This design comes from an exercise in tuning for small area and a short achievable clock period on the open sky130 flow, not from production work.
The RTL was checked by simulation tests, not by an equivalence proof against the original design.
Power and IR drop assume default switching activity.

==> flow/flow/run.sh <==
#!/bin/bash
# The standard layout, with the port buffers made from sky130_fd_sc_hd__buf_1
# cells instead of the cell buffer_ports picks by default, and gates off the
# critical paths downsized after global routing (RECOVER_POWER).
set -euo pipefail
bash standard.sh synth > synth.log 2>&1
bash standard.sh "BUFFER_PORTS_ARGS=-buffer_cell sky130_fd_sc_hd__buf_1" RECOVER_POWER=100 finish > layout.log 2>&1
==> flow/standard.sh <==
#!/bin/bash
# synth_recipe.tcl (not shown) runs the flow's synth.tcl, then flattens the netlist and writes it again
# the make line also repeats each setting of config.mk as NAME=value (left out here)
make -C /OpenROAD-flow-scripts/flow DESIGN_CONFIG=/design/flow/config.mk WORK_HOME=/design/flow/orfs CLKGATE_MAP_FILE= SYNTH_SCRIPT=/design/flow/synth_recipe.tcl "${@:-finish}"
==> flow/design.v <==
module cpu (clk,clrn,inst,pc,alu_out,reg1,reg2);
    input  [31:0] inst;
    input         clk, clrn;
    output [31:0] pc;
    output [31:0] alu_out;
    output [31:0] reg1, reg2;
    wire [5:0] op = inst[31:26];
    wire [4:0] rc = inst[25:21];
    wire [4:0] ra = inst[20:16];
    wire [4:0] rb = inst[15:11];
    wire [3:0] f  = op[3:0];
    reg  [31:0] pc_q;
    reg  [31:0] r1, r2, r3, r4, r5;
    reg         zf_q, sf_q, cf_q;
    assign pc   = pc_q;
    assign reg1 = r5;
    assign reg2 = r4;
    wire [31:0] a = ({32{ra == 5'd1}} & r1) | ({32{ra == 5'd2}} & r2) |
                    ({32{ra == 5'd3}} & r3) | ({32{ra == 5'd4}} & r4) |
                    ({32{ra == 5'd5}} & r5);
    wire        imm_sel = ~op[5] & op[4];
    wire [31:0] b = ({32{~imm_sel & (rb == 5'd1)}} & r1) | ({32{~imm_sel & (rb == 5'd2)}} & r2) |
                    ({32{~imm_sel & (rb == 5'd3)}} & r3) | ({32{~imm_sel & (rb == 5'd4)}} & r4) |
                    ({32{~imm_sel & (rb == 5'd5)}} & r5) |
                    ({32{imm_sel}} & {{16{inst[15]}}, inst[15:0]});
    wire alu_grp = ~op[5];
    wire d_sub = alu_grp & ((f == 4'd1) | (f == 4'd9));
    wire d_mul = alu_grp & (f == 4'd2);
    wire d_and = alu_grp & (f == 4'd3);
    wire d_or  = alu_grp & (f == 4'd4);
    wire d_xor = alu_grp & (f == 4'd5);
    wire d_sll = alu_grp & (f == 4'd6);
    wire d_srl = alu_grp & (f == 4'd7);
    wire d_sra = alu_grp & (f == 4'd8);
    wire d_sum = ~(d_and | d_or | d_xor | d_sll | d_srl | d_sra);
    wire [15:0] ma = a[15:0];
    wire [15:0] mb = b[15:0];
    wire one0 = mb[0];
    wire two0 = mb[1] & ~mb[0];
    wire neg0 = mb[1];
    wire pp0_0 = (one0 & ma[0]) ^ neg0;
    wire pp0_1 = ((one0 & ma[1]) | (two0 & ma[0])) ^ neg0;
    wire pp0_2 = ((one0 & ma[2]) | (two0 & ma[1])) ^ neg0;
    wire pp0_3 = ((one0 & ma[3]) | (two0 & ma[2])) ^ neg0;
    wire pp0_4 = ((one0 & ma[4]) | (two0 & ma[3])) ^ neg0;
    wire pp0_5 = ((one0 & ma[5]) | (two0 & ma[4])) ^ neg0;
    wire pp0_6 = ((one0 & ma[6]) | (two0 & ma[5])) ^ neg0;
    wire pp0_7 = ((one0 & ma[7]) | (two0 & ma[6])) ^ neg0;
    wire pp0_8 = ((one0 & ma[8]) | (two0 & ma[7])) ^ neg0;
    wire pp0_9 = ((one0 & ma[9]) | (two0 & ma[8])) ^ neg0;
    wire pp0_10 = ((one0 & ma[10]) | (two0 & ma[9])) ^ neg0;
    wire pp0_11 = ((one0 & ma[11]) | (two0 & ma[10])) ^ neg0;
    wire pp0_12 = ((one0 & ma[12]) | (two0 & ma[11])) ^ neg0;
    wire pp0_13 = ((one0 & ma[13]) | (two0 & ma[12])) ^ neg0;
    wire pp0_14 = ((one0 & ma[14]) | (two0 & ma[13])) ^ neg0;
    wire pp0_15 = ((one0 & ma[15]) | (two0 & ma[14])) ^ neg0;
    wire pp0_16 = ((one0 & ma[15]) | (two0 & ma[15])) ^ neg0;
    wire one1 = mb[2] ^ mb[1];
    wire two1 = (mb[3] & ~mb[2] & ~mb[1]) | (~mb[3] & mb[2] & mb[1]);
    wire neg1 = mb[3];
    wire pp1_0 = (one1 & ma[0]) ^ neg1;
    wire pp1_1 = ((one1 & ma[1]) | (two1 & ma[0])) ^ neg1;
    wire pp1_2 = ((one1 & ma[2]) | (two1 & ma[1])) ^ neg1;
    wire pp1_3 = ((one1 & ma[3]) | (two1 & ma[2])) ^ neg1;
    wire pp1_4 = ((one1 & ma[4]) | (two1 & ma[3])) ^ neg1;
    wire pp1_5 = ((one1 & ma[5]) | (two1 & ma[4])) ^ neg1;
    wire pp1_6 = ((one1 & ma[6]) | (two1 & ma[5])) ^ neg1;
    wire pp1_7 = ((one1 & ma[7]) | (two1 & ma[6])) ^ neg1;
    wire pp1_8 = ((one1 & ma[8]) | (two1 & ma[7])) ^ neg1;
    wire pp1_9 = ((one1 & ma[9]) | (two1 & ma[8])) ^ neg1;
    wire pp1_10 = ((one1 & ma[10]) | (two1 & ma[9])) ^ neg1;
    wire pp1_11 = ((one1 & ma[11]) | (two1 & ma[10])) ^ neg1;
    wire pp1_12 = ((one1 & ma[12]) | (two1 & ma[11])) ^ neg1;
    wire pp1_13 = ((one1 & ma[13]) | (two1 & ma[12])) ^ neg1;
    wire pp1_14 = ((one1 & ma[14]) | (two1 & ma[13])) ^ neg1;
    wire pp1_15 = ((one1 & ma[15]) | (two1 & ma[14])) ^ neg1;
    wire pp1_16 = ((one1 & ma[15]) | (two1 & ma[15])) ^ neg1;
    wire one2 = mb[4] ^ mb[3];
    wire two2 = (mb[5] & ~mb[4] & ~mb[3]) | (~mb[5] & mb[4] & mb[3]);
    wire neg2 = mb[5];
    wire pp2_0 = (one2 & ma[0]) ^ neg2;
    wire pp2_1 = ((one2 & ma[1]) | (two2 & ma[0])) ^ neg2;
    wire pp2_2 = ((one2 & ma[2]) | (two2 & ma[1])) ^ neg2;
    wire pp2_3 = ((one2 & ma[3]) | (two2 & ma[2])) ^ neg2;
    wire pp2_4 = ((one2 & ma[4]) | (two2 & ma[3])) ^ neg2;
    wire pp2_5 = ((one2 & ma[5]) | (two2 & ma[4])) ^ neg2;
    wire pp2_6 = ((one2 & ma[6]) | (two2 & ma[5])) ^ neg2;
    wire pp2_7 = ((one2 & ma[7]) | (two2 & ma[6])) ^ neg2;
    wire pp2_8 = ((one2 & ma[8]) | (two2 & ma[7])) ^ neg2;
    wire pp2_9 = ((one2 & ma[9]) | (two2 & ma[8])) ^ neg2;
    wire pp2_10 = ((one2 & ma[10]) | (two2 & ma[9])) ^ neg2;
    wire pp2_11 = ((one2 & ma[11]) | (two2 & ma[10])) ^ neg2;
    wire pp2_12 = ((one2 & ma[12]) | (two2 & ma[11])) ^ neg2;
    wire pp2_13 = ((one2 & ma[13]) | (two2 & ma[12])) ^ neg2;
    wire pp2_14 = ((one2 & ma[14]) | (two2 & ma[13])) ^ neg2;
    wire pp2_15 = ((one2 & ma[15]) | (two2 & ma[14])) ^ neg2;
    wire pp2_16 = ((one2 & ma[15]) | (two2 & ma[15])) ^ neg2;
    wire one3 = mb[6] ^ mb[5];
    wire two3 = (mb[7] & ~mb[6] & ~mb[5]) | (~mb[7] & mb[6] & mb[5]);
    wire neg3 = mb[7];
    wire pp3_0 = (one3 & ma[0]) ^ neg3;
    wire pp3_1 = ((one3 & ma[1]) | (two3 & ma[0])) ^ neg3;
    wire pp3_2 = ((one3 & ma[2]) | (two3 & ma[1])) ^ neg3;
    wire pp3_3 = ((one3 & ma[3]) | (two3 & ma[2])) ^ neg3;
    wire pp3_4 = ((one3 & ma[4]) | (two3 & ma[3])) ^ neg3;
    wire pp3_5 = ((one3 & ma[5]) | (two3 & ma[4])) ^ neg3;
    wire pp3_6 = ((one3 & ma[6]) | (two3 & ma[5])) ^ neg3;
    wire pp3_7 = ((one3 & ma[7]) | (two3 & ma[6])) ^ neg3;
    wire pp3_8 = ((one3 & ma[8]) | (two3 & ma[7])) ^ neg3;
    wire pp3_9 = ((one3 & ma[9]) | (two3 & ma[8])) ^ neg3;
    wire pp3_10 = ((one3 & ma[10]) | (two3 & ma[9])) ^ neg3;
    wire pp3_11 = ((one3 & ma[11]) | (two3 & ma[10])) ^ neg3;
    wire pp3_12 = ((one3 & ma[12]) | (two3 & ma[11])) ^ neg3;
    wire pp3_13 = ((one3 & ma[13]) | (two3 & ma[12])) ^ neg3;
    wire pp3_14 = ((one3 & ma[14]) | (two3 & ma[13])) ^ neg3;
    wire pp3_15 = ((one3 & ma[15]) | (two3 & ma[14])) ^ neg3;
    wire pp3_16 = ((one3 & ma[15]) | (two3 & ma[15])) ^ neg3;
    wire one4 = mb[8] ^ mb[7];
    wire two4 = (mb[9] & ~mb[8] & ~mb[7]) | (~mb[9] & mb[8] & mb[7]);
    wire neg4 = mb[9];
    wire pp4_0 = (one4 & ma[0]) ^ neg4;
    wire pp4_1 = ((one4 & ma[1]) | (two4 & ma[0])) ^ neg4;
    wire pp4_2 = ((one4 & ma[2]) | (two4 & ma[1])) ^ neg4;
    wire pp4_3 = ((one4 & ma[3]) | (two4 & ma[2])) ^ neg4;
    wire pp4_4 = ((one4 & ma[4]) | (two4 & ma[3])) ^ neg4;
    wire pp4_5 = ((one4 & ma[5]) | (two4 & ma[4])) ^ neg4;
    wire pp4_6 = ((one4 & ma[6]) | (two4 & ma[5])) ^ neg4;
    wire pp4_7 = ((one4 & ma[7]) | (two4 & ma[6])) ^ neg4;
    wire pp4_8 = ((one4 & ma[8]) | (two4 & ma[7])) ^ neg4;
    wire pp4_9 = ((one4 & ma[9]) | (two4 & ma[8])) ^ neg4;
    wire pp4_10 = ((one4 & ma[10]) | (two4 & ma[9])) ^ neg4;
    wire pp4_11 = ((one4 & ma[11]) | (two4 & ma[10])) ^ neg4;
    wire pp4_12 = ((one4 & ma[12]) | (two4 & ma[11])) ^ neg4;
    wire pp4_13 = ((one4 & ma[13]) | (two4 & ma[12])) ^ neg4;
    wire pp4_14 = ((one4 & ma[14]) | (two4 & ma[13])) ^ neg4;
    wire pp4_15 = ((one4 & ma[15]) | (two4 & ma[14])) ^ neg4;
    wire pp4_16 = ((one4 & ma[15]) | (two4 & ma[15])) ^ neg4;
    wire one5 = mb[10] ^ mb[9];
    wire two5 = (mb[11] & ~mb[10] & ~mb[9]) | (~mb[11] & mb[10] & mb[9]);
    wire neg5 = mb[11];
    wire pp5_0 = (one5 & ma[0]) ^ neg5;
    wire pp5_1 = ((one5 & ma[1]) | (two5 & ma[0])) ^ neg5;
    wire pp5_2 = ((one5 & ma[2]) | (two5 & ma[1])) ^ neg5;
    wire pp5_3 = ((one5 & ma[3]) | (two5 & ma[2])) ^ neg5;
    wire pp5_4 = ((one5 & ma[4]) | (two5 & ma[3])) ^ neg5;
    wire pp5_5 = ((one5 & ma[5]) | (two5 & ma[4])) ^ neg5;
    wire pp5_6 = ((one5 & ma[6]) | (two5 & ma[5])) ^ neg5;
    wire pp5_7 = ((one5 & ma[7]) | (two5 & ma[6])) ^ neg5;
    wire pp5_8 = ((one5 & ma[8]) | (two5 & ma[7])) ^ neg5;
    wire pp5_9 = ((one5 & ma[9]) | (two5 & ma[8])) ^ neg5;
    wire pp5_10 = ((one5 & ma[10]) | (two5 & ma[9])) ^ neg5;
    wire pp5_11 = ((one5 & ma[11]) | (two5 & ma[10])) ^ neg5;
    wire pp5_12 = ((one5 & ma[12]) | (two5 & ma[11])) ^ neg5;
    wire pp5_13 = ((one5 & ma[13]) | (two5 & ma[12])) ^ neg5;
    wire pp5_14 = ((one5 & ma[14]) | (two5 & ma[13])) ^ neg5;
    wire pp5_15 = ((one5 & ma[15]) | (two5 & ma[14])) ^ neg5;
    wire pp5_16 = ((one5 & ma[15]) | (two5 & ma[15])) ^ neg5;
    wire one6 = mb[12] ^ mb[11];
    wire two6 = (mb[13] & ~mb[12] & ~mb[11]) | (~mb[13] & mb[12] & mb[11]);
    wire neg6 = mb[13];
    wire pp6_0 = (one6 & ma[0]) ^ neg6;
    wire pp6_1 = ((one6 & ma[1]) | (two6 & ma[0])) ^ neg6;
    wire pp6_2 = ((one6 & ma[2]) | (two6 & ma[1])) ^ neg6;
    wire pp6_3 = ((one6 & ma[3]) | (two6 & ma[2])) ^ neg6;
    wire pp6_4 = ((one6 & ma[4]) | (two6 & ma[3])) ^ neg6;
    wire pp6_5 = ((one6 & ma[5]) | (two6 & ma[4])) ^ neg6;
    wire pp6_6 = ((one6 & ma[6]) | (two6 & ma[5])) ^ neg6;
    wire pp6_7 = ((one6 & ma[7]) | (two6 & ma[6])) ^ neg6;
    wire pp6_8 = ((one6 & ma[8]) | (two6 & ma[7])) ^ neg6;
    wire pp6_9 = ((one6 & ma[9]) | (two6 & ma[8])) ^ neg6;
    wire pp6_10 = ((one6 & ma[10]) | (two6 & ma[9])) ^ neg6;
    wire pp6_11 = ((one6 & ma[11]) | (two6 & ma[10])) ^ neg6;
    wire pp6_12 = ((one6 & ma[12]) | (two6 & ma[11])) ^ neg6;
    wire pp6_13 = ((one6 & ma[13]) | (two6 & ma[12])) ^ neg6;
    wire pp6_14 = ((one6 & ma[14]) | (two6 & ma[13])) ^ neg6;
    wire pp6_15 = ((one6 & ma[15]) | (two6 & ma[14])) ^ neg6;
    wire pp6_16 = ((one6 & ma[15]) | (two6 & ma[15])) ^ neg6;
    wire one7 = mb[14] ^ mb[13];
    wire two7 = (mb[15] & ~mb[14] & ~mb[13]) | (~mb[15] & mb[14] & mb[13]);
    wire neg7 = mb[15];
    wire pp7_0 = (one7 & ma[0]) ^ neg7;
    wire pp7_1 = ((one7 & ma[1]) | (two7 & ma[0])) ^ neg7;
    wire pp7_2 = ((one7 & ma[2]) | (two7 & ma[1])) ^ neg7;
    wire pp7_3 = ((one7 & ma[3]) | (two7 & ma[2])) ^ neg7;
    wire pp7_4 = ((one7 & ma[4]) | (two7 & ma[3])) ^ neg7;
    wire pp7_5 = ((one7 & ma[5]) | (two7 & ma[4])) ^ neg7;
    wire pp7_6 = ((one7 & ma[6]) | (two7 & ma[5])) ^ neg7;
    wire pp7_7 = ((one7 & ma[7]) | (two7 & ma[6])) ^ neg7;
    wire pp7_8 = ((one7 & ma[8]) | (two7 & ma[7])) ^ neg7;
    wire pp7_9 = ((one7 & ma[9]) | (two7 & ma[8])) ^ neg7;
    wire pp7_10 = ((one7 & ma[10]) | (two7 & ma[9])) ^ neg7;
    wire pp7_11 = ((one7 & ma[11]) | (two7 & ma[10])) ^ neg7;
    wire pp7_12 = ((one7 & ma[12]) | (two7 & ma[11])) ^ neg7;
    wire pp7_13 = ((one7 & ma[13]) | (two7 & ma[12])) ^ neg7;
    wire pp7_14 = ((one7 & ma[14]) | (two7 & ma[13])) ^ neg7;
    wire pp7_15 = ((one7 & ma[15]) | (two7 & ma[14])) ^ neg7;
    wire pp7_16 = ((one7 & ma[15]) | (two7 & ma[15])) ^ neg7;
    wire hs1 = neg5 ^ pp0_10;
    wire hc2 = neg5 & pp0_10;
    wire hs3 = pp0_11 ^ pp1_9;
    wire hc4 = pp0_11 & pp1_9;
    wire fs5 = neg6 ^ pp0_12 ^ pp1_10;
    wire fc6 = (neg6 & pp0_12) | (neg6 & pp1_10) | (pp0_12 & pp1_10);
    wire hs7 = pp2_8 ^ pp3_6;
    wire hc8 = pp2_8 & pp3_6;
    wire fs9 = pp0_13 ^ pp1_11 ^ pp2_9;
    wire fc10 = (pp0_13 & pp1_11) | (pp0_13 & pp2_9) | (pp1_11 & pp2_9);
    wire hs11 = pp3_7 ^ pp4_5;
    wire hc12 = pp3_7 & pp4_5;
    wire fs13 = neg7 ^ pp0_14 ^ pp1_12;
    wire fc14 = (neg7 & pp0_14) | (neg7 & pp1_12) | (pp0_14 & pp1_12);
    wire fs15 = pp2_10 ^ pp3_8 ^ pp4_6;
    wire fc16 = (pp2_10 & pp3_8) | (pp2_10 & pp4_6) | (pp3_8 & pp4_6);
    wire hs17 = pp5_4 ^ pp6_2;
    wire hc18 = pp5_4 & pp6_2;
    wire fs19 = pp0_15 ^ pp1_13 ^ pp2_11;
    wire fc20 = (pp0_15 & pp1_13) | (pp0_15 & pp2_11) | (pp1_13 & pp2_11);
    wire fs21 = pp3_9 ^ pp4_7 ^ pp5_5;
    wire fc22 = (pp3_9 & pp4_7) | (pp3_9 & pp5_5) | (pp4_7 & pp5_5);
    wire hs23 = pp6_3 ^ pp7_1;
    wire hc24 = pp6_3 & pp7_1;
    wire fs25 = pp0_16 ^ pp1_14 ^ pp2_12;
    wire fc26 = (pp0_16 & pp1_14) | (pp0_16 & pp2_12) | (pp1_14 & pp2_12);
    wire fs27 = pp3_10 ^ pp4_8 ^ pp5_6;
    wire fc28 = (pp3_10 & pp4_8) | (pp3_10 & pp5_6) | (pp4_8 & pp5_6);
    wire hs29 = pp6_4 ^ pp7_2;
    wire hc30 = pp6_4 & pp7_2;
    wire fs31 = pp0_16 ^ pp1_15 ^ pp2_13;
    wire fc32 = (pp0_16 & pp1_15) | (pp0_16 & pp2_13) | (pp1_15 & pp2_13);
    wire fs33 = pp3_11 ^ pp4_9 ^ pp5_7;
    wire fc34 = (pp3_11 & pp4_9) | (pp3_11 & pp5_7) | (pp4_9 & pp5_7);
    wire hs35 = pp6_5 ^ pp7_3;
    wire hc36 = pp6_5 & pp7_3;
    wire fs37 = ~pp0_16 ^ ~pp1_16 ^ pp2_14;
    wire fc38 = (~pp0_16 & ~pp1_16) | (~pp0_16 & pp2_14) | (~pp1_16 & pp2_14);
    wire fs39 = pp3_12 ^ pp4_10 ^ pp5_8;
    wire fc40 = (pp3_12 & pp4_10) | (pp3_12 & pp5_8) | (pp4_10 & pp5_8);
    wire hs41 = pp6_6 ^ pp7_4;
    wire hc42 = pp6_6 & pp7_4;
    wire fs43 = 1'b1 ^ pp2_15 ^ pp3_13;
    wire fc44 = (1'b1 & pp2_15) | (1'b1 & pp3_13) | (pp2_15 & pp3_13);
    wire fs45 = pp4_11 ^ pp5_9 ^ pp6_7;
    wire fc46 = (pp4_11 & pp5_9) | (pp4_11 & pp6_7) | (pp5_9 & pp6_7);
    wire fs47 = ~pp2_16 ^ pp3_14 ^ pp4_12;
    wire fc48 = (~pp2_16 & pp3_14) | (~pp2_16 & pp4_12) | (pp3_14 & pp4_12);
    wire hs49 = 1'b1 ^ pp3_15;
    wire hc50 = 1'b1 & pp3_15;
    wire hs51 = neg3 ^ pp0_6;
    wire hc52 = neg3 & pp0_6;
    wire hs53 = pp0_7 ^ pp1_5;
    wire hc54 = pp0_7 & pp1_5;
    wire fs55 = neg4 ^ pp0_8 ^ pp1_6;
    wire fc56 = (neg4 & pp0_8) | (neg4 & pp1_6) | (pp0_8 & pp1_6);
    wire hs57 = pp2_4 ^ pp3_2;
    wire hc58 = pp2_4 & pp3_2;
    wire fs59 = pp0_9 ^ pp1_7 ^ pp2_5;
    wire fc60 = (pp0_9 & pp1_7) | (pp0_9 & pp2_5) | (pp1_7 & pp2_5);
    wire hs61 = pp3_3 ^ pp4_1;
    wire hc62 = pp3_3 & pp4_1;
    wire fs63 = pp1_8 ^ pp2_6 ^ pp3_4;
    wire fc64 = (pp1_8 & pp2_6) | (pp1_8 & pp3_4) | (pp2_6 & pp3_4);
    wire fs65 = pp4_2 ^ pp5_0 ^ hs1;
    wire fc66 = (pp4_2 & pp5_0) | (pp4_2 & hs1) | (pp5_0 & hs1);
    wire fs67 = pp2_7 ^ pp3_5 ^ pp4_3;
    wire fc68 = (pp2_7 & pp3_5) | (pp2_7 & pp4_3) | (pp3_5 & pp4_3);
    wire fs69 = pp5_1 ^ hc2 ^ hs3;
    wire fc70 = (pp5_1 & hc2) | (pp5_1 & hs3) | (hc2 & hs3);
    wire fs71 = pp4_4 ^ pp5_2 ^ pp6_0;
    wire fc72 = (pp4_4 & pp5_2) | (pp4_4 & pp6_0) | (pp5_2 & pp6_0);
    wire fs73 = hc4 ^ hs7 ^ fs5;
    wire fc74 = (hc4 & hs7) | (hc4 & fs5) | (hs7 & fs5);
    wire fs75 = pp5_3 ^ pp6_1 ^ hc8;
    wire fc76 = (pp5_3 & pp6_1) | (pp5_3 & hc8) | (pp6_1 & hc8);
    wire fs77 = hs11 ^ fc6 ^ fs9;
    wire fc78 = (hs11 & fc6) | (hs11 & fs9) | (fc6 & fs9);
    wire fs79 = pp7_0 ^ hc12 ^ hs17;
    wire fc80 = (pp7_0 & hc12) | (pp7_0 & hs17) | (hc12 & hs17);
    wire fs81 = fc10 ^ fs13 ^ fs15;
    wire fc82 = (fc10 & fs13) | (fc10 & fs15) | (fs13 & fs15);
    wire fs83 = hc18 ^ hs23 ^ fc14;
    wire fc84 = (hc18 & hs23) | (hc18 & fc14) | (hs23 & fc14);
    wire fs85 = fc16 ^ fs19 ^ fs21;
    wire fc86 = (fc16 & fs19) | (fc16 & fs21) | (fs19 & fs21);
    wire fs87 = hc24 ^ hs29 ^ fc20;
    wire fc88 = (hc24 & hs29) | (hc24 & fc20) | (hs29 & fc20);
    wire fs89 = fc22 ^ fs25 ^ fs27;
    wire fc90 = (fc22 & fs25) | (fc22 & fs27) | (fs25 & fs27);
    wire fs91 = hc30 ^ hs35 ^ fc26;
    wire fc92 = (hc30 & hs35) | (hc30 & fc26) | (hs35 & fc26);
    wire fs93 = fc28 ^ fs31 ^ fs33;
    wire fc94 = (fc28 & fs31) | (fc28 & fs33) | (fs31 & fs33);
    wire fs95 = hc36 ^ hs41 ^ fc32;
    wire fc96 = (hc36 & hs41) | (hc36 & fc32) | (hs41 & fc32);
    wire fs97 = fc34 ^ fs37 ^ fs39;
    wire fc98 = (fc34 & fs37) | (fc34 & fs39) | (fs37 & fs39);
    wire fs99 = pp7_5 ^ hc42 ^ fc38;
    wire fc100 = (pp7_5 & hc42) | (pp7_5 & fc38) | (hc42 & fc38);
    wire fs101 = fc40 ^ fs43 ^ fs45;
    wire fc102 = (fc40 & fs43) | (fc40 & fs45) | (fs43 & fs45);
    wire fs103 = pp5_10 ^ pp6_8 ^ pp7_6;
    wire fc104 = (pp5_10 & pp6_8) | (pp5_10 & pp7_6) | (pp6_8 & pp7_6);
    wire fs105 = fc44 ^ fc46 ^ fs47;
    wire fc106 = (fc44 & fc46) | (fc44 & fs47) | (fc46 & fs47);
    wire fs107 = pp4_13 ^ pp5_11 ^ pp6_9;
    wire fc108 = (pp4_13 & pp5_11) | (pp4_13 & pp6_9) | (pp5_11 & pp6_9);
    wire fs109 = pp7_7 ^ hs49 ^ fc48;
    wire fc110 = (pp7_7 & hs49) | (pp7_7 & fc48) | (hs49 & fc48);
    wire fs111 = ~pp3_16 ^ pp4_14 ^ pp5_12;
    wire fc112 = (~pp3_16 & pp4_14) | (~pp3_16 & pp5_12) | (pp4_14 & pp5_12);
    wire fs113 = pp6_10 ^ pp7_8 ^ hc50;
    wire fc114 = (pp6_10 & pp7_8) | (pp6_10 & hc50) | (pp7_8 & hc50);
    wire fs115 = 1'b1 ^ pp4_15 ^ pp5_13;
    wire fc116 = (1'b1 & pp4_15) | (1'b1 & pp5_13) | (pp4_15 & pp5_13);
    wire hs117 = pp6_11 ^ pp7_9;
    wire hc118 = pp6_11 & pp7_9;
    wire fs119 = ~pp4_16 ^ pp5_14 ^ pp6_12;
    wire fc120 = (~pp4_16 & pp5_14) | (~pp4_16 & pp6_12) | (pp5_14 & pp6_12);
    wire hs121 = 1'b1 ^ pp5_15;
    wire hc122 = 1'b1 & pp5_15;
    wire hs123 = neg2 ^ pp0_4;
    wire hc124 = neg2 & pp0_4;
    wire hs125 = pp0_5 ^ pp1_3;
    wire hc126 = pp0_5 & pp1_3;
    wire fs127 = pp1_4 ^ pp2_2 ^ pp3_0;
    wire fc128 = (pp1_4 & pp2_2) | (pp1_4 & pp3_0) | (pp2_2 & pp3_0);
    wire fs129 = pp2_3 ^ pp3_1 ^ hc52;
    wire fc130 = (pp2_3 & pp3_1) | (pp2_3 & hc52) | (pp3_1 & hc52);
    wire fs131 = pp4_0 ^ hc54 ^ hs57;
    wire fc132 = (pp4_0 & hc54) | (pp4_0 & hs57) | (hc54 & hs57);
    wire fs133 = hc58 ^ hs61 ^ fc56;
    wire fc134 = (hc58 & hs61) | (hc58 & fc56) | (hs61 & fc56);
    wire fs135 = hc62 ^ fc60 ^ fs63;
    wire fc136 = (hc62 & fc60) | (hc62 & fs63) | (fc60 & fs63);
    wire fs137 = fc64 ^ fs67 ^ fc66;
    wire fc138 = (fc64 & fs67) | (fc64 & fc66) | (fs67 & fc66);
    wire fs139 = fc68 ^ fs71 ^ fc70;
    wire fc140 = (fc68 & fs71) | (fc68 & fc70) | (fs71 & fc70);
    wire fs141 = fc72 ^ fs75 ^ fc74;
    wire fc142 = (fc72 & fs75) | (fc72 & fc74) | (fs75 & fc74);
    wire fs143 = fc76 ^ fs79 ^ fc78;
    wire fc144 = (fc76 & fs79) | (fc76 & fc78) | (fs79 & fc78);
    wire fs145 = fc80 ^ fs83 ^ fc82;
    wire fc146 = (fc80 & fs83) | (fc80 & fc82) | (fs83 & fc82);
    wire fs147 = fc84 ^ fs87 ^ fc86;
    wire fc148 = (fc84 & fs87) | (fc84 & fc86) | (fs87 & fc86);
    wire fs149 = fc88 ^ fs91 ^ fc90;
    wire fc150 = (fc88 & fs91) | (fc88 & fc90) | (fs91 & fc90);
    wire fs151 = fc92 ^ fs95 ^ fc94;
    wire fc152 = (fc92 & fs95) | (fc92 & fc94) | (fs95 & fc94);
    wire fs153 = fc96 ^ fs99 ^ fc98;
    wire fc154 = (fc96 & fs99) | (fc96 & fc98) | (fs99 & fc98);
    wire fs155 = fs103 ^ fc100 ^ fc102;
    wire fc156 = (fs103 & fc100) | (fs103 & fc102) | (fc100 & fc102);
    wire fs157 = fc104 ^ fs107 ^ fs109;
    wire fc158 = (fc104 & fs107) | (fc104 & fs109) | (fs107 & fs109);
    wire fs159 = fc108 ^ fs111 ^ fs113;
    wire fc160 = (fc108 & fs111) | (fc108 & fs113) | (fs111 & fs113);
    wire fs161 = hs117 ^ fc112 ^ fs115;
    wire fc162 = (hs117 & fc112) | (hs117 & fs115) | (fc112 & fs115);
    wire fs163 = pp7_10 ^ hc118 ^ fc116;
    wire fc164 = (pp7_10 & hc118) | (pp7_10 & fc116) | (hc118 & fc116);
    wire fs165 = pp6_13 ^ pp7_11 ^ hs121;
    wire fc166 = (pp6_13 & pp7_11) | (pp6_13 & hs121) | (pp7_11 & hs121);
    wire fs167 = ~pp5_16 ^ pp6_14 ^ pp7_12;
    wire fc168 = (~pp5_16 & pp6_14) | (~pp5_16 & pp7_12) | (pp6_14 & pp7_12);
    wire hs169 = 1'b1 ^ pp6_15;
    wire hc170 = 1'b1 & pp6_15;
    wire hs171 = neg1 ^ pp0_2;
    wire hc172 = neg1 & pp0_2;
    wire hs173 = pp0_3 ^ pp1_1;
    wire hc174 = pp0_3 & pp1_1;
    wire fs175 = pp1_2 ^ pp2_0 ^ hs123;
    wire fc176 = (pp1_2 & pp2_0) | (pp1_2 & hs123) | (pp2_0 & hs123);
    wire fs177 = pp2_1 ^ hc124 ^ hs125;
    wire fc178 = (pp2_1 & hc124) | (pp2_1 & hs125) | (hc124 & hs125);
    wire fs179 = hc126 ^ hs51 ^ fs127;
    wire fc180 = (hc126 & hs51) | (hc126 & fs127) | (hs51 & fs127);
    wire fs181 = hs53 ^ fc128 ^ fs129;
    wire fc182 = (hs53 & fc128) | (hs53 & fs129) | (fc128 & fs129);
    wire fs183 = fs55 ^ fc130 ^ fs131;
    wire fc184 = (fs55 & fc130) | (fs55 & fs131) | (fc130 & fs131);
    wire fs185 = fs59 ^ fc132 ^ fs133;
    wire fc186 = (fs59 & fc132) | (fs59 & fs133) | (fc132 & fs133);
    wire fs187 = fs65 ^ fc134 ^ fs135;
    wire fc188 = (fs65 & fc134) | (fs65 & fs135) | (fc134 & fs135);
    wire fs189 = fs69 ^ fc136 ^ fs137;
    wire fc190 = (fs69 & fc136) | (fs69 & fs137) | (fc136 & fs137);
    wire fs191 = fs73 ^ fc138 ^ fs139;
    wire fc192 = (fs73 & fc138) | (fs73 & fs139) | (fc138 & fs139);
    wire fs193 = fs77 ^ fc140 ^ fs141;
    wire fc194 = (fs77 & fc140) | (fs77 & fs141) | (fc140 & fs141);
    wire fs195 = fs81 ^ fc142 ^ fs143;
    wire fc196 = (fs81 & fc142) | (fs81 & fs143) | (fc142 & fs143);
    wire fs197 = fs85 ^ fc144 ^ fs145;
    wire fc198 = (fs85 & fc144) | (fs85 & fs145) | (fc144 & fs145);
    wire fs199 = fs89 ^ fc146 ^ fs147;
    wire fc200 = (fs89 & fc146) | (fs89 & fs147) | (fc146 & fs147);
    wire fs201 = fs93 ^ fc148 ^ fs149;
    wire fc202 = (fs93 & fc148) | (fs93 & fs149) | (fc148 & fs149);
    wire fs203 = fs97 ^ fc150 ^ fs151;
    wire fc204 = (fs97 & fc150) | (fs97 & fs151) | (fc150 & fs151);
    wire fs205 = fs101 ^ fc152 ^ fs153;
    wire fc206 = (fs101 & fc152) | (fs101 & fs153) | (fc152 & fs153);
    wire fs207 = fs105 ^ fc154 ^ fs155;
    wire fc208 = (fs105 & fc154) | (fs105 & fs155) | (fc154 & fs155);
    wire fs209 = fc106 ^ fc156 ^ fs157;
    wire fc210 = (fc106 & fc156) | (fc106 & fs157) | (fc156 & fs157);
    wire fs211 = fc110 ^ fs159 ^ fc158;
    wire fc212 = (fc110 & fs159) | (fc110 & fc158) | (fs159 & fc158);
    wire fs213 = fc114 ^ fs161 ^ fc160;
    wire fc214 = (fc114 & fs161) | (fc114 & fc160) | (fs161 & fc160);
    wire fs215 = fs119 ^ fs163 ^ fc162;
    wire fc216 = (fs119 & fs163) | (fs119 & fc162) | (fs163 & fc162);
    wire fs217 = fc120 ^ fs165 ^ fc164;
    wire fc218 = (fc120 & fs165) | (fc120 & fc164) | (fs165 & fc164);
    wire fs219 = hc122 ^ fs167 ^ fc166;
    wire fc220 = (hc122 & fs167) | (hc122 & fc166) | (fs167 & fc166);
    wire fs221 = pp7_13 ^ hs169 ^ fc168;
    wire fc222 = (pp7_13 & hs169) | (pp7_13 & fc168) | (hs169 & fc168);
    wire fs223 = ~pp6_16 ^ pp7_14 ^ hc170;
    wire fc224 = (~pp6_16 & pp7_14) | (~pp6_16 & hc170) | (pp7_14 & hc170);
    wire hs225 = 1'b1 ^ pp7_15;
    wire hc226 = 1'b1 & pp7_15;
    wire [31:0] ms = {1'b1, ~pp7_16, hs225, fs223, fs221, fs219, fs217, fs215, fs213, fs211, fs209, fs207, fs205, fs203, fs201, fs199, fs197, fs195, fs193, fs191, fs189, fs187, fs185, fs183, fs181, fs179, fs177, fs175, hs173, hs171, pp0_1, neg0};
    wire [31:0] mc = {1'b0, hc226, fc224, fc222, fc220, fc218, fc216, fc214, fc212, fc210, fc208, fc206, fc204, fc202, fc200, fc198, fc196, fc194, fc192, fc190, fc188, fc186, fc184, fc182, fc180, fc178, fc176, hc174, hc172, pp1_0, 1'b0, pp0_0};
    wire [31:0] x = d_mul ? ms : a;
    wire [31:0] y = d_mul ? mc : (b ^ {32{d_sub}});
    wire        cin = d_sub;
    wire g0_0 = x[0] & y[0];
    wire p0_0 = x[0] ^ y[0];
    wire g0_1 = x[1] & y[1];
    wire p0_1 = x[1] ^ y[1];
    wire g0_2 = x[2] & y[2];
    wire p0_2 = x[2] ^ y[2];
    wire g0_3 = x[3] & y[3];
    wire p0_3 = x[3] ^ y[3];
    wire g0_4 = x[4] & y[4];
    wire p0_4 = x[4] ^ y[4];
    wire g0_5 = x[5] & y[5];
    wire p0_5 = x[5] ^ y[5];
    wire g0_6 = x[6] & y[6];
    wire p0_6 = x[6] ^ y[6];
    wire g0_7 = x[7] & y[7];
    wire p0_7 = x[7] ^ y[7];
    wire g0_8 = x[8] & y[8];
    wire p0_8 = x[8] ^ y[8];
    wire g0_9 = x[9] & y[9];
    wire p0_9 = x[9] ^ y[9];
    wire g0_10 = x[10] & y[10];
    wire p0_10 = x[10] ^ y[10];
    wire g0_11 = x[11] & y[11];
    wire p0_11 = x[11] ^ y[11];
    wire g0_12 = x[12] & y[12];
    wire p0_12 = x[12] ^ y[12];
    wire g0_13 = x[13] & y[13];
    wire p0_13 = x[13] ^ y[13];
    wire g0_14 = x[14] & y[14];
    wire p0_14 = x[14] ^ y[14];
    wire g0_15 = x[15] & y[15];
    wire p0_15 = x[15] ^ y[15];
    wire g0_16 = x[16] & y[16];
    wire p0_16 = x[16] ^ y[16];
    wire g0_17 = x[17] & y[17];
    wire p0_17 = x[17] ^ y[17];
    wire g0_18 = x[18] & y[18];
    wire p0_18 = x[18] ^ y[18];
    wire g0_19 = x[19] & y[19];
    wire p0_19 = x[19] ^ y[19];
    wire g0_20 = x[20] & y[20];
    wire p0_20 = x[20] ^ y[20];
    wire g0_21 = x[21] & y[21];
    wire p0_21 = x[21] ^ y[21];
    wire g0_22 = x[22] & y[22];
    wire p0_22 = x[22] ^ y[22];
    wire g0_23 = x[23] & y[23];
    wire p0_23 = x[23] ^ y[23];
    wire g0_24 = x[24] & y[24];
    wire p0_24 = x[24] ^ y[24];
    wire g0_25 = x[25] & y[25];
    wire p0_25 = x[25] ^ y[25];
    wire g0_26 = x[26] & y[26];
    wire p0_26 = x[26] ^ y[26];
    wire g0_27 = x[27] & y[27];
    wire p0_27 = x[27] ^ y[27];
    wire g0_28 = x[28] & y[28];
    wire p0_28 = x[28] ^ y[28];
    wire g0_29 = x[29] & y[29];
    wire p0_29 = x[29] ^ y[29];
    wire g0_30 = x[30] & y[30];
    wire p0_30 = x[30] ^ y[30];
    wire g0_31 = x[31] & y[31];
    wire p0_31 = x[31] ^ y[31];
    wire gg0 = g0_0 | (p0_0 & cin);
    wire G227 = g0_1 | (p0_1 & gg0);
    wire G229 = g0_3 | (p0_3 & g0_2);
    wire P230 = p0_3 & p0_2;
    wire G231 = g0_5 | (p0_5 & g0_4);
    wire P232 = p0_5 & p0_4;
    wire G233 = g0_7 | (p0_7 & g0_6);
    wire P234 = p0_7 & p0_6;
    wire G235 = g0_9 | (p0_9 & g0_8);
    wire P236 = p0_9 & p0_8;
    wire G237 = g0_11 | (p0_11 & g0_10);
    wire P238 = p0_11 & p0_10;
    wire G239 = g0_13 | (p0_13 & g0_12);
    wire P240 = p0_13 & p0_12;
    wire G241 = g0_15 | (p0_15 & g0_14);
    wire P242 = p0_15 & p0_14;
    wire G243 = g0_17 | (p0_17 & g0_16);
    wire P244 = p0_17 & p0_16;
    wire G245 = g0_19 | (p0_19 & g0_18);
    wire P246 = p0_19 & p0_18;
    wire G247 = g0_21 | (p0_21 & g0_20);
    wire P248 = p0_21 & p0_20;
    wire G249 = g0_23 | (p0_23 & g0_22);
    wire P250 = p0_23 & p0_22;
    wire G251 = g0_25 | (p0_25 & g0_24);
    wire P252 = p0_25 & p0_24;
    wire G253 = g0_27 | (p0_27 & g0_26);
    wire P254 = p0_27 & p0_26;
    wire G255 = g0_29 | (p0_29 & g0_28);
    wire P256 = p0_29 & p0_28;
    wire G257 = g0_31 | (p0_31 & g0_30);
    wire P258 = p0_31 & p0_30;
    wire G259 = g0_2 | (p0_2 & G227);
    wire G261 = G229 | (P230 & G227);
    wire G263 = g0_6 | (p0_6 & G231);
    wire P264 = p0_6 & P232;
    wire G265 = G233 | (P234 & G231);
    wire P266 = P234 & P232;
    wire G267 = g0_10 | (p0_10 & G235);
    wire P268 = p0_10 & P236;
    wire G269 = G237 | (P238 & G235);
    wire P270 = P238 & P236;
    wire G271 = g0_14 | (p0_14 & G239);
    wire P272 = p0_14 & P240;
    wire G273 = G241 | (P242 & G239);
    wire P274 = P242 & P240;
    wire G275 = g0_18 | (p0_18 & G243);
    wire P276 = p0_18 & P244;
    wire G277 = G245 | (P246 & G243);
    wire P278 = P246 & P244;
    wire G279 = g0_22 | (p0_22 & G247);
    wire P280 = p0_22 & P248;
    wire G281 = G249 | (P250 & G247);
    wire P282 = P250 & P248;
    wire G283 = g0_26 | (p0_26 & G251);
    wire P284 = p0_26 & P252;
    wire G285 = G253 | (P254 & G251);
    wire P286 = P254 & P252;
    wire G287 = g0_30 | (p0_30 & G255);
    wire P288 = p0_30 & P256;
    wire G289 = G257 | (P258 & G255);
    wire P290 = P258 & P256;
    wire G291 = g0_4 | (p0_4 & G261);
    wire G293 = G231 | (P232 & G261);
    wire G295 = G263 | (P264 & G261);
    wire G297 = G265 | (P266 & G261);
    wire G299 = g0_12 | (p0_12 & G269);
    wire P300 = p0_12 & P270;
    wire G301 = G239 | (P240 & G269);
    wire P302 = P240 & P270;
    wire G303 = G271 | (P272 & G269);
    wire P304 = P272 & P270;
    wire G305 = G273 | (P274 & G269);
    wire P306 = P274 & P270;
    wire G307 = g0_20 | (p0_20 & G277);
    wire P308 = p0_20 & P278;
    wire G309 = G247 | (P248 & G277);
    wire P310 = P248 & P278;
    wire G311 = G279 | (P280 & G277);
    wire P312 = P280 & P278;
    wire G313 = G281 | (P282 & G277);
    wire P314 = P282 & P278;
    wire G315 = g0_28 | (p0_28 & G285);
    wire P316 = p0_28 & P286;
    wire G317 = G255 | (P256 & G285);
    wire P318 = P256 & P286;
    wire G319 = G287 | (P288 & G285);
    wire P320 = P288 & P286;
    wire G321 = G289 | (P290 & G285);
    wire P322 = P290 & P286;
    wire G323 = g0_8 | (p0_8 & G297);
    wire G325 = G235 | (P236 & G297);
    wire G327 = G267 | (P268 & G297);
    wire G329 = G269 | (P270 & G297);
    wire G331 = G299 | (P300 & G297);
    wire G333 = G301 | (P302 & G297);
    wire G335 = G303 | (P304 & G297);
    wire G337 = G305 | (P306 & G297);
    wire G339 = g0_24 | (p0_24 & G313);
    wire P340 = p0_24 & P314;
    wire G341 = G251 | (P252 & G313);
    wire P342 = P252 & P314;
    wire G343 = G283 | (P284 & G313);
    wire P344 = P284 & P314;
    wire G345 = G285 | (P286 & G313);
    wire P346 = P286 & P314;
    wire G347 = G315 | (P316 & G313);
    wire P348 = P316 & P314;
    wire G349 = G317 | (P318 & G313);
    wire P350 = P318 & P314;
    wire G351 = G319 | (P320 & G313);
    wire P352 = P320 & P314;
    wire G353 = G321 | (P322 & G313);
    wire P354 = P322 & P314;
    wire G355 = g0_16 | (p0_16 & G337);
    wire G357 = G243 | (P244 & G337);
    wire G359 = G275 | (P276 & G337);
    wire G361 = G277 | (P278 & G337);
    wire G363 = G307 | (P308 & G337);
    wire G365 = G309 | (P310 & G337);
    wire G367 = G311 | (P312 & G337);
    wire G369 = G313 | (P314 & G337);
    wire G371 = G339 | (P340 & G337);
    wire G373 = G341 | (P342 & G337);
    wire G375 = G343 | (P344 & G337);
    wire G377 = G345 | (P346 & G337);
    wire G379 = G347 | (P348 & G337);
    wire G381 = G349 | (P350 & G337);
    wire G383 = G351 | (P352 & G337);
    wire G385 = G353 | (P354 & G337);
    wire [31:0] g = {g0_31, g0_30, g0_29, g0_28, g0_27, g0_26, g0_25, g0_24, g0_23, g0_22, g0_21, g0_20, g0_19, g0_18, g0_17, g0_16, g0_15, g0_14, g0_13, g0_12, g0_11, g0_10, g0_9, g0_8, g0_7, g0_6, g0_5, g0_4, g0_3, g0_2, g0_1, g0_0};
    wire [31:0] p = {p0_31, p0_30, p0_29, p0_28, p0_27, p0_26, p0_25, p0_24, p0_23, p0_22, p0_21, p0_20, p0_19, p0_18, p0_17, p0_16, p0_15, p0_14, p0_13, p0_12, p0_11, p0_10, p0_9, p0_8, p0_7, p0_6, p0_5, p0_4, p0_3, p0_2, p0_1, p0_0};
    wire [31:0] c = {G383, G381, G379, G377, G375, G373, G371, G369, G367, G365, G363, G361, G359, G357, G355, G337, G335, G333, G331, G329, G327, G325, G323, G297, G295, G293, G291, G261, G259, G227, gg0, cin};
    wire        cout = G385;
    wire [31:0] sum = p ^ c;
    wire        right = d_srl | d_sra;
    wire        fill  = d_sra & a[31];
    reg  [31:0] a_rev;
    integer i;
    always @* for (i = 0; i < 32; i = i + 1) a_rev[i] = a[31-i];
    wire [32:0] sw = {right ? a : a_rev, 1'b0};
    wire [4:0]  n  = b[4:0];
    wire [32:0] s0 = n[0] ? {{1{fill}},  sw[32:1]}  : sw;
    wire [32:0] s1 = n[1] ? {{2{fill}},  s0[32:2]}  : s0;
    wire [32:0] s2 = n[2] ? {{4{fill}},  s1[32:4]}  : s1;
    wire [32:0] s3 = n[3] ? {{8{fill}},  s2[32:8]}  : s2;
    wire [32:0] s4 = n[4] ? {{16{fill}}, s3[32:16]} : s3;
    reg  [31:0] shl;
    always @* for (i = 0; i < 32; i = i + 1) shl[i] = s4[32-i];
    wire [31:0] r = ({32{d_sum}} & sum) |
                    ({32{d_and | d_or}} & g) |
                    ({32{d_or | d_xor}} & p) |
                    ({32{d_sll}} & shl) |
                    ({32{right}} & s4[32:1]);
    wire cf = (d_sum & ~d_mul & cout) | ((d_sll | right) & s4[0]);
    assign alu_out = r;
    wire wreg = alu_grp & (f <= 4'd8);
    always @(posedge clk or negedge clrn)
        if (!clrn) begin
            r1 <= 0; r2 <= 0; r3 <= 0; r4 <= 0; r5 <= 0;
        end else if (wreg) begin
            if (rc == 5'd1) r1 <= r;
            if (rc == 5'd2) r2 <= r;
            if (rc == 5'd3) r3 <= r;
            if (rc == 5'd4) r4 <= r;
            if (rc == 5'd5) r5 <= r;
        end
    always @(posedge clk or negedge clrn)
        if (!clrn) begin
            zf_q <= 0; sf_q <= 0; cf_q <= 0;
        end else begin
            zf_q <= ~|r; sf_q <= r[31]; cf_q <= cf;
        end
    reg take;
    always @* begin
        case (f)
            4'd0:  take = 1'b1;
            4'd1:  take = zf_q & ~sf_q;
            4'd2:  take = ~zf_q;
            4'd3:  take = sf_q & ~zf_q;
            4'd4:  take = sf_q | zf_q;
            4'd5:  take = ~sf_q & ~zf_q;
            4'd6:  take = ~sf_q | zf_q;
            4'd7:  take = cf_q;
            4'd8:  take = ~cf_q;
            4'd9:  take = zf_q;
            4'd10: take = ~zf_q;
            default: take = 1'b0;
        endcase
    end
    wire jmp = op[5] & op[4] & take;
    wire [32:0] ic;
    assign ic[0] = 1'b1;
    genvar k;
    generate for (k = 0; k < 32; k = k + 1) begin : inc
        assign ic[k+1] = ic[k] & pc_q[k];
    end endgenerate
    wire [31:0] pc1 = pc_q ^ ic[31:0];
    always @(posedge clk or negedge clrn)
        if (!clrn) pc_q <= 0;
        else       pc_q <= jmp ? {24'b0, inst[25:18]} : pc1;
endmodule
==> flow/constraint.sdc <==
create_clock -name core_clock -period 20.0 [get_ports {clk}]
set_input_delay 4.0000 -clock core_clock [delete_from_list [all_inputs] [get_ports {clk}]]
set_output_delay 4.0000 -clock core_clock [all_outputs]
set_load 0.01 [all_outputs]
==> flow/config.mk <==
export PLATFORM = sky130hd
export DESIGN_NAME = cpu
export DESIGN_NICKNAME = cpu
export VERILOG_FILES = /design/flow/design.v
export SDC_FILE = /design/flow/constraint.sdc
export NUM_CORES = 4
export LEC_CHECK = 0
export ABC_AREA = 1
export CAP_MARGIN = 20
export CORE_MARGIN = 2
export CORE_UTILIZATION = 40
export CTS_BUF_LIST = sky130_fd_sc_hd__clkbuf_4 sky130_fd_sc_hd__clkbuf_8
export SETUP_SLACK_MARGIN = 5
export SLEW_MARGIN = 20
==> results.txt, run 1 <==
Fillcell total -> 5380
Crit path capture type -> output pin
Mapped Area -> 21380 um2
Detailed placer's ending HPWL -> 73530 um
Status -> failed layout checks
DR vias -> 23890
WP buf/inv -> 12
First-pass GRT wire length -> 150400 um
Register area share after synthesis -> 0.2282
Core area -> 52660 um2
Yosys warns -> 1
Post-CTS Hold Buffers -> 0
Residual DRC count -> 0
Cell Pwr Density -> 69.29 nW/um2
Final Hold Slack -> 0.5590 ns
Arrival @ worst endpoint -> 13.25 ns
Placed Cells -> 3770
Syn Area/Cell -> 6.969 um2
DR vias/cell -> 6.057
Io pins -> 162
Final worst-path cycle share -> 0.8623
Comb pwr share -> 0.530
Seq cells post-synth -> 195
Die area -> 55320 um2
Critical Path Slowest Stage Cell -> clkbuf_1
Insertion delay to the later sink of the worst-skew pair -> 0.54 ns
Sw frac -> 0.4809
Synth cell types -> 54
Largest net degree at the start of global routing -> 93
Share of flip-flops with an asynchronous set or reset -> 1.000
CTS root buf -> clkbuf_8
Layout cells sized above 1 -> 0.1296
Worst IR Drop VDD -> 85.54 uV
Cell Rows -> 84
Least-Margin Pin Slew -> 4.089 ns
Fin worst setup slack -> 2.754 ns
Skew final -> 0.02645 ns
Synth Flop Type -> dfrtp_1
Die W -> 235.2 um
Clk pin slew, worst setup/hold paths -> 0.11 ns
Die H -> 235.2 um
Most frequent CP cell -> nand2_1
Slew HR -> -1.726
Post-synth EDFFs -> 0
Vias in the first global route -> 22755
Syn Nets -> 3278
RSZ-0062 raised after global routing -> no
Placed cell area -> 22390 um2
Internal -> 0.8907 mW
Hold WC Path Type -> reg -> reg
Sequential power share -> 0.310
Max incr delay on CP -> 1.44 ns
Antenna violations before repair -> 1
Hold Startpoint -> r3[9]
H-tree levels -> 4
Final wirelength -> 103000 um
Final Max Slew Viols -> 231
GRT overflow -> 0
Layout Check Fails -> max-capacitance violations, max-slew violations
Initial DRC count -> 3194
IO Port Bufs -> 161
Critical path class -> in -> out
Delay-heaviest family, CP -> buffers and inverters
Crit path launch -> inst[17]
Leak -> 12.05 nW
MaxCap Viol Count -> 5
Final Hold Fails -> 0
Fmax -> 57.99 MHz
Initial Utilization -> 0.4060
Fin util -> 0.4703
Final setup violation count -> 0
Final #Nets -> 3452
Setup TNS -> 0 ns
Drt pass-1 iters -> 6
Routed len/inst -> 26.12 um
Place WS -> 2.962 ns
CP max FO -> 28
Required @ worst endpoint -> 16.00 ns
P_sw -> 0.8251 mW
Clk sinks -> 195
Clock power share -> 0.159
Clock Path Buffers -> 2
CP Launch Type -> primary input
Final instance area -> 24760 um2
CTS tree -> built
Pwr Total -> 1.716 mW
Post-Synthesis Cells -> 3068
Tmin final -> 17.25 ns
RD Place Congestion -> 0.9742
GRT Total Usage -> 0.3601
Origin of the critical flop-to-flop path -> r2[0]
Non-Filler Instances -> 3944
Inserted Clock Buffers -> 17
Antenna-violating nets left -> 0
Area delta synth->final -> 15.82%
[cell families (layout without fill, tap and decap cells)]
family	after synthesis	count (layout)	synth area share
buffers and inverters	613	795	0.1159
AO/OA/AOI/OAI	528	528	0.1466
XOR/XNOR	153	153	0.06268
flip-flops	195	195	0.2282
adder cells (fa/ha/maj)	176	176	0.1364
other	0	1	0
multiplexers	39	39	0.02054
AND/OR/NAND/NOR	1364	1369	0.2897
[layout make-up]
cell class / instances / area [um2] / area share
Multi-Input combinational cell: 2265 / 14600 / 0.5896
Clock buffer: 21 / 282.8 / 0.01142
Timing Repair Buffer: 340 / 2305 / 0.09307
Antenna cell: 1 / 2.502 / 0.0001011
Tap cell: 688 / 860.8 / 0.03476
Clock inverter: 11 / 115.1 / 0.004649
Sequential cell: 195 / 4880 / 0.1971
Inverter: 423 / 1717 / 0.06932
[power by group through the flow]
stage	clock network, mW	registers (mW)	logic (mW)
2_1_floorplan	0	0.538	0.487
6_report	0.273	0.533	0.910
4_1_cts	0.278	0.531	0.854
3_5_place_dp	0	0.538	0.811
5_1_grt	0.291	0.541	0.992
3_3_place_gp	0	0.535	0.805
[worst paths after layout]
kind                                     to  slack (ns)  cells after the start
worst min-delay path                  r3[9]        0.56                      1
max in group asynchronous              cf_q       10.98                      3
worst max-delay path            alu_out[29]        2.75                     36
worst min register to register        r3[9]        0.56                      1
min in group asynchronous             r3[6]        3.98                      1
worst max register to register         zf_q       12.60                     33
[layer usage]
layer	GRT usage	part of all wire	wire, um	vias up
li1	-	-	-	10558
met1	0.4923	0.41	42000	11648
met2	0.5481	0.44	44930	1440
met3	0.07376	0.10	10690	244
met4	0.1611	0.052	5374	0
met5	0	0	0	-
[cell usage in the layout, fill, tap and decap left out, types with 12 or more instances in the layout]
master	instances
nand2_1	537
nand3_1	479
inv_1	378
o21ai_0	206
dfrtp_1	195
nor2_1	193
buf_1	149
o22ai_1	146
xor2_1	142
buf_4	130
fa_1	93
ha_1	81
a21oi_1	54
nand4_1	46
mux2_2	39
nor2_4	21
a22oi_1	21
clkbuf_8	20
nor2_2	18
clkinvlp_4	18
buf_12	18
a31oi_1	15
nand2_4	13
clkbuf_1	13
o21ai_1	12
[synthesized netlist by cell type, types with 10 or more instances]
library cell | instances | area share
nand3_1 | 470 | 0.11
o22ai_1 | 149 | 0.044
mux2_2 | 39 | 0.021
o211ai_1 | 11 | 0.0039
o21ai_0 | 219 | 0.051
fa_1 | 95 | 0.089
clkbuf_1 | 101 | 0.018
nand2_1 | 551 | 0.097
a22oi_1 | 21 | 0.0074
ha_1 | 81 | 0.047
buf_4 | 14 | 0.0049
inv_1 | 402 | 0.071
nand3b_2 | 12 | 0.0063
a21oi_1 | 60 | 0.014
a31oi_1 | 16 | 0.0047
a2111oi_0 | 14 | 0.0057
xnor2_1 | 10 | 0.0041
buf_1 | 11 | 0.0019
nor2_1 | 218 | 0.038
nand4_1 | 46 | 0.013
buf_2 | 58 | 0.014
nor3_1 | 10 | 0.0023
xor2_1 | 143 | 0.059
dfrtp_1 | 195 | 0.23
inv_2 | 12 | 0.0021
nand3_2 | 22 | 0.010
[flip-flops by register name, summed over array words and instances (netlist names)]
| signal | count |
|---|---|
| r1 | 32 |
| pc_q | 32 |
| r3 | 32 |
| r4 | 32 |
| zf_q | 1 |
| sf_q | 1 |
| cf_q | 1 |
| r5 | 32 |
| r2 | 32 |
[timing repair]
action                     4_1_cts  5_1_grt
resized for setup              115      104
buffers inserted                61       69
setup endpoints to repair       24       19
cloned                           6        4
pin swaps                       14       43
==> inputs of run 2 (changes only) <==
==> flow/flow/run.sh (replaced) <==
#!/bin/bash
# The standard layout, with the port buffers made from sky130_fd_sc_hd__buf_1
# cells instead of the cell buffer_ports picks by default.
set -euo pipefail
bash standard.sh synth > synth.log 2>&1
bash standard.sh "BUFFER_PORTS_ARGS=-buffer_cell sky130_fd_sc_hd__buf_1" finish > layout.log 2>&1
--- a/flow/config.mk
+++ b/flow/config.mk
@@ -9,6 +9,7 @@
 export CAP_MARGIN = 20
 export CORE_MARGIN = 2
-export CORE_UTILIZATION = 40
-export CTS_BUF_LIST = sky130_fd_sc_hd__clkbuf_4 sky130_fd_sc_hd__clkbuf_8
+export CORE_UTILIZATION = 60
+export PLACE_DENSITY = 0.75
 export SETUP_SLACK_MARGIN = 5
 export SLEW_MARGIN = 20
+export TNS_END_PERCENT = 10
==> results.txt, run 2 <==
Status -> timing/DRC/antenna clean
Hold WC Path Type -> reg -> reg
RSZ-0062 raised after global routing -> yes
Clk sinks -> 195 (unchanged)
Cell Pwr Density -> 72.26 nW/um2 (+4.3%)
Layout cells sized above 1 -> 0.1340 (+0.004326)
DR vias/cell -> 6.776 (+12%)
Clk pin slew, worst setup/hold paths -> 0.09 ns (-0.02 ns)
Register area share after synthesis -> 0.2282 (unchanged)
GRT overflow -> 0 (unchanged)
Insertion delay to the later sink of the worst-skew pair -> 0.47 ns (-0.07 ns)
Final setup violation count -> 0 (unchanged)
Synth top area share -> 0.2282 (unchanged)
Diode count -> 0 (-1)
Sequential power share -> 0.302 (-0.008)
Cell Rows -> 69 (-18%)
Final #Nets -> 3429 (-0.67%)
Share of flip-flops with an asynchronous set or reset -> 1.000 (unchanged)
Critical path class -> in -> out
GRT Total Usage -> 0.5019 (+0.1418)
CTS tree -> built
Most frequent cells in the layout -> 531 x nand2_1, 466 x nand3_1, 376 x inv_1
Post-Synthesis Cells -> 3068 (unchanged)
Synth Flop Type -> dfrtp_1
Final worst-path cycle share -> 0.7527 (-0.1096)
H-tree levels -> 4 (unchanged)
Max incr delay on CP -> 0.48 ns (-0.96 ns)
Least-Margin Pin Slew -> 1.200 ns (-2.889 ns)
Final Hold Fails -> 0 (unchanged)
Vias in the first global route -> 22634 (-0.53%)
Residual DRC count -> 0 (unchanged)
Seq cells post-synth -> 195 (unchanged)
Critical Path Slowest Stage Cell -> fa_1
Internal -> 0.9435 mW (+5.9%)
Synth area leader -> dfrtp_1
Post-synth top cells -> 551 x nand2_1, 470 x nand3_1, 402 x inv_1, 219 x o21ai_0, 218 x nor2_1
First-pass GRT wire length -> 137800 um (-8.4%)
Required @ worst endpoint -> 16.00 ns (about the same)
IO Port Bufs -> 161 (unchanged)
Comb pwr share -> 0.502 (-0.028)
Final Max Slew Viols -> 0 (-100%)
Drt pass-1 iters -> 10 (+4)
Fmax -> 66.43 MHz (+15%)
Syn Nets -> 3278 (unchanged)
Initial Utilization -> 0.6055 (+0.1995)
Final Hold Slack -> 0.5080 ns (-0.05100 ns)
Die area -> 37160 um2 (-33%)
Post-CTS Hold Buffers -> 0 (unchanged)
Inserted Clock Buffers -> 17 (unchanged)
Die H -> 192.8 um (-18%)
Post-synth EDFFs -> 0 (unchanged)
Arrival @ worst endpoint -> 11.05 ns (-2.20 ns)
Initial DRC count -> 4182 (+31%)
Syn Area/Cell -> 6.969 um2 (unchanged)
Antenna violations before repair -> 2 (+1)
Tmin final -> 15.05 ns (-2.193 ns)
Area delta synth->final -> 14.98%
Sw frac -> 0.4689 (-0.01201)
Clock power share -> 0.196 (+0.037)
Skew final -> 0.01698 ns (-0.009472 ns)
Pwr Total -> 1.776 mW (+3.5%)
Leak -> 12.15 nW (+0.88%)
Die W -> 192.8 um (-18%)
Crit path capture type -> output pin
Slew HR -> 0.1945 (+1.921)
Antenna-violating nets left -> 0 (unchanged)
Fillcell total -> 2841 (-47%)
RD Place Congestion -> 1.089 (+12%)
Io pins -> 162 (unchanged)
Final wirelength -> 97590 um (-5.2%)
P_sw -> 0.8329 mW (+0.94%)
Synth cell types -> 54 (unchanged)
Top-count cell post-synth -> nand2_1
CP max FO -> 15 (-46%)
Commonest non-fill, non-tap cell in the layout -> nand2_1
MaxCap Viol Count -> 0 (-5)
Synth area leaders -> dfrtp_1 23%, nand3_1 11%, nand2_1 9.7%
Routed len/inst -> 26.43 um (+1.2%)
CTS root buf -> clkbuf_16
Core area -> 35310 um2 (-33%)
DR vias -> 25022 (+4.7%)
Setup TNS -> 0 ns (unchanged)
Largest net degree at the start of global routing -> 101 (+8.6%)
CP Launch Type -> primary input
Yosys warns -> 1 (unchanged)
Mapped Area -> 21380 um2 (unchanged)
Clock Path Buffers -> 2 (unchanged)
Detailed placer's ending HPWL -> 65440 um (-11%)
Worst IR Drop VDD -> 105.0 uV (+23%)
-- run 2: area by class of cell --
type	count	area, um2	area share
Tap cell	461	576.8	0.02346
Sequential cell	195	4880	0.1985
Timing Repair Buffer	318	2160	0.08785
Clock inverter	14	137.6	0.005599
Multi-Input combinational cell	2264	14680	0.5970
Inverter	423	1714	0.06973
Clock buffer	18	439.2	0.01786
-- run 2: per-stage QoR --
stage / util / setup slack (ns) / cells / cell area (um2)
CTS: 0.6653 / 4.979 / 3624 / 23490
finish: 0.6962 / 4.947 / 3693 / 24580
floorplan: - / 5.944 / 3068 / 21380
detailed placement: 0.6240 / 3.085 / 3535 / 22030
global route: 0.6962 / 4.606 / 3693 / 24580
global placement: 0.6239 / 3.255 / 3535 / 22030
-- run 2: timing repair --
action | CTS | global route
buffers inserted | 54 | 64
pin swaps | 14 | 28
gates cloned | 3 | 5
endpoints found under the hold margin | 0 | 0
resized for setup | 90 | 119
endpoints found under the setup margin | 24 | 19
-- run 2: worst paths after layout --
path / from / to / cells past startpoint / slack, ns
min in group asynchronous: clrn / r2[2] / 1 / 3.60
setup / recovery: inst[12] / alu_out[25] / 35 / 4.95
hold reg to reg: pc_q[0] / pc_q[0] / 1 / 0.51
max in group asynchronous: clrn / r1[18] / 2 / 14.91
setup reg to reg: r2[11] / zf_q / 33 / 12.52
hold / removal: pc_q[0] / pc_q[0] / 1 / 0.51
-- run 2: critical path: cells and delay by family --
kind            cells  cell delay [ns]
compound gates      9             1.46
xor+xnor            1             0.20
fa+ha+maj           5             2.16
buf+inv            10             1.63
simple gates       10             1.56
-- run 2: power groups by stage --
stage          sequential [mW]  clock [mW]  combinational (mW)
2_1_floorplan            0.538           0               0.487
3_3_place_gp             0.531           0               0.752
3_5_place_dp             0.536           0               0.770
4_1_cts                  0.529       0.347               0.803
5_1_grt                  0.541       0.365               0.957
6_report                 0.537       0.349               0.891
-- run 2: routing by layer --
layer | up-vias | share of wire | global-route usage
li1 | 10517 | - | -
met3 | 620 | 0.16 | 0.1635
met2 | 2343 | 0.41 | 0.7298
met4 | 4 | 0.087 | 0.3056
met1 | 11538 | 0.35 | 0.6458
met5 | - | 0.00027 | 0
-- run 2: cells by family after synthesis --
kind of cell    Yosys count  share of synthesized area
simple gates           1364                     0.2897
buf+inv                 613                     0.1159
compound gates          528                     0.1466
flops                   195                     0.2282
fa+ha+maj               176                     0.1364
xor+xnor                153                    0.06268
mux                      39                    0.02054
==> inputs of run 3 (changes only) <==
--- a/flow/config.mk
+++ b/flow/config.mk
@@ -6,9 +6,7 @@
 export NUM_CORES = 4
 export LEC_CHECK = 0
-export ABC_AREA = 1
 export CAP_MARGIN = 20
 export CORE_MARGIN = 2
-export CORE_UTILIZATION = 60
-export PLACE_DENSITY = 0.75
+export CORE_UTILIZATION = 40
 export SETUP_SLACK_MARGIN = 5
 export SLEW_MARGIN = 20
==> results.txt, run 3 <==
Antenna-violating nets left -> 0 (unchanged)
Internal -> 0.8487 mW (-10%)
Die W -> 244.6 um (+27%)
Cell Pwr Density -> 52.21 nW/um2 (-28%)
GRT overflow -> 0 (unchanged)
Worst Setup EP -> alu_out[13]
Post-Synthesis Cells -> 2840 (-7.4%)
First-pass GRT wire length -> 163400 um (+19%)
Hold WC Path Type -> reg -> reg
Initial Utilization -> 0.4027 (-0.2028)
Syn Nets -> 3050 (-7.0%)
Critical Path Slowest Stage Cell -> a211oi_2
Leak -> 11.73 nW (-3.4%)
Drt pass-1 iters -> 6 (-4)
Clock Path Buffers -> 2 (unchanged)
Detailed placer's ending HPWL -> 78250 um (+20%)
Final wirelength -> 116100 um (+19%)
Final instance area -> 28200 um2 (+15%)
Final Hold Fails -> 0 (unchanged)
Initial DRC count -> 3738 (-11%)
Status -> timing/DRC/antenna clean
Mapped Area -> 23150 um2 (+8.3%)
CTS tree -> built
Die H -> 244.6 um (+27%)
Crit path capture type -> output pin
DR vias/cell -> 6.907 (+1.9%)
Syn Area/Cell -> 8.150 um2 (+17%)
Clk pin slew, worst setup/hold paths -> 0.08 ns (about the same)
Vias in the first global route -> 23841 (+5.3%)
Commonest non-fill, non-tap cell in the layout -> o21ai_0
Crit path launch -> inst[30]
Critical path class -> in -> out
MaxCap Viol Count -> 0 (unchanged)
Reg-to-reg endpoint -> zf_q
Fmax -> 66.69 MHz (+0.39%)
IO Port Bufs -> 161 (unchanged)
Placed cell area -> 24580 um2 (+12%)
DR vias -> 25937 (+3.7%)
Clk sinks -> 195 (unchanged)
Sw frac -> 0.4236 (-0.04527)
Yosys warns -> 1 (unchanged)
Largest net degree at the start of global routing -> 78 (-23%)
Inserted Clock Buffers -> 17 (unchanged)
CP max FO -> 11 (-4)
H-tree levels -> 4 (unchanged)
Non-Filler Instances -> 3755 (+1.7%)
CP Launch Type -> primary input
Comb pwr share -> 0.431 (-0.071)
Die area -> 59810 um2 (+61%)
Post-CTS Hold Buffers -> 0 (unchanged)
Antenna violations before repair -> 11 (+9)
FF-to-FF path depth -> 33 (unchanged)
Arrival @ worst endpoint -> 10.99 ns (-0.06 ns)
Core area -> 57480 um2 (+63%)
Synth area leader -> dfrtp_1
Synth cell types -> 97 (+80%)
Most frequent cells in the layout -> 245 x o21ai_0, 234 x a21oi_1, 214 x nor2_1
Final Max Slew Viols -> 0 (unchanged)
Register area share after synthesis -> 0.2108 (-0.01742)
Residual DRC count -> 0 (unchanged)
Slew HR -> 0.2194 (+0.02487)
Area delta synth->final -> 21.84%
Synth Flop Type -> dfrtp_1
Worst IR Drop VDD -> 61.46 uV (-41%)
Top-count cell post-synth -> o21ai_0
Final #Nets -> 3187 (-7.1%)
Skew final -> 0.01557 ns (-0.001408 ns)
Sequential power share -> 0.340 (+0.038)
Final worst-path cycle share -> 0.7497 (-0.002909)
Final setup violation count -> 0 (unchanged)
Placed Cells -> 3573 (+1.1%)
[run 3: kinds of logic after synthesis]
logic type | Yosys count | synth area share
buffers and inverters | 413 | 0.07297
flip-flops | 195 | 0.2108
XOR/XNOR | 61 | 0.02308
multiplexers | 296 | 0.1411
AND/OR/NAND/NOR | 636 | 0.1271
adder cells (fa/ha/maj) | 192 | 0.1329
AO/OA/AOI/OAI | 1047 | 0.2921
[run 3: worst min path at each step]
stage | start | to | slack (ns) | cells past startpoint
after global placement | pc_q[0] | pc_q[0] | 0.47 | 1
after CTS | pc_q[0] | pc_q[0] | 0.49 | 1
after floorplan | r1[11] | r1[11] | 0.47 | 2
final | pc_q[0] | pc_q[0] | 0.48 | 1
after global routing | pc_q[0] | pc_q[0] | 0.52 | 1
after detailed placement | pc_q[0] | pc_q[0] | 0.48 | 1
[run 3: through the flow]
stage	util	power, mW	setup WS, ns	hold slack, ns
after floorplan	-	0.8184	5.006	0.4668
after global placement	0.4277	1.035	2.564	0.4716
after detailed placement	0.4277	1.045	2.324	0.4758
after CTS	0.4612	1.414	4.937	0.4863
after global routing	0.4906	1.532	4.822	0.5214
final	0.4907	1.473	5.005	0.4850
[run 3: worst max-delay path: cells and delay by family]
kind | cells | cell delay [ns]
AOI/OAI and AO/OA | 9 | 2.73
buffers and inverters | 12 | 1.78
adders and majority gates | 4 | 1.62
and+or+nand+nor | 5 | 0.72
xor gates and xnor gates | 1 | 0.13
[run 3: per-layer routing]
layer / track usage / share of wire / up-vias
met5: 0 / 0.00054 / -
li1: - / - / 10829
met1: 0.4630 / 0.37 / 12620
met4: 0.2222 / 0.080 / 10
met3: 0.08000 / 0.12 / 525
met2: 0.5686 / 0.44 / 1953
[run 3: what timing repair did]
| action | CTS | global route |
|---|---|---|
| setup endpoints to repair | 25 | 20 |
| gates resized for setup | 188 | 205 |
| hold endpoints to repair | 0 | 0 |
| setup buffers | 57 | 65 |
| gates cloned | 11 | 17 |
| pin swaps | 28 | 90 |
[run 3: area by class of cell]
type	count	area [um2]
inverter	124	510.5
clock buffer	19	442.9
sequential	195	4880
fill	5552	29270
timing repair inverter	3	18.77
tap	765	957.2
timing repair buffer	400	3327
antenna	2	5.005
multi-input combinational	2236	17950
clock inverter	11	111.4
[run 3: power by group through the flow]
stage	clock (mW)	sequential [mW]	combinational, mW
floorplan	0	0.497	0.322
global placement	0	0.501	0.534
detailed placement	0	0.504	0.540
CTS	0.340	0.498	0.576
global route	0.355	0.506	0.672
finish	0.337	0.500	0.635

Check on run 3: ideal ports give 5.005 ns setup slack; a clkbuf_16 on the clock port and buf_2 on the inputs give 4.929 ns; moving port delays by the midpoint clock arrival (0.510 ns) as well gives 4.929 ns.
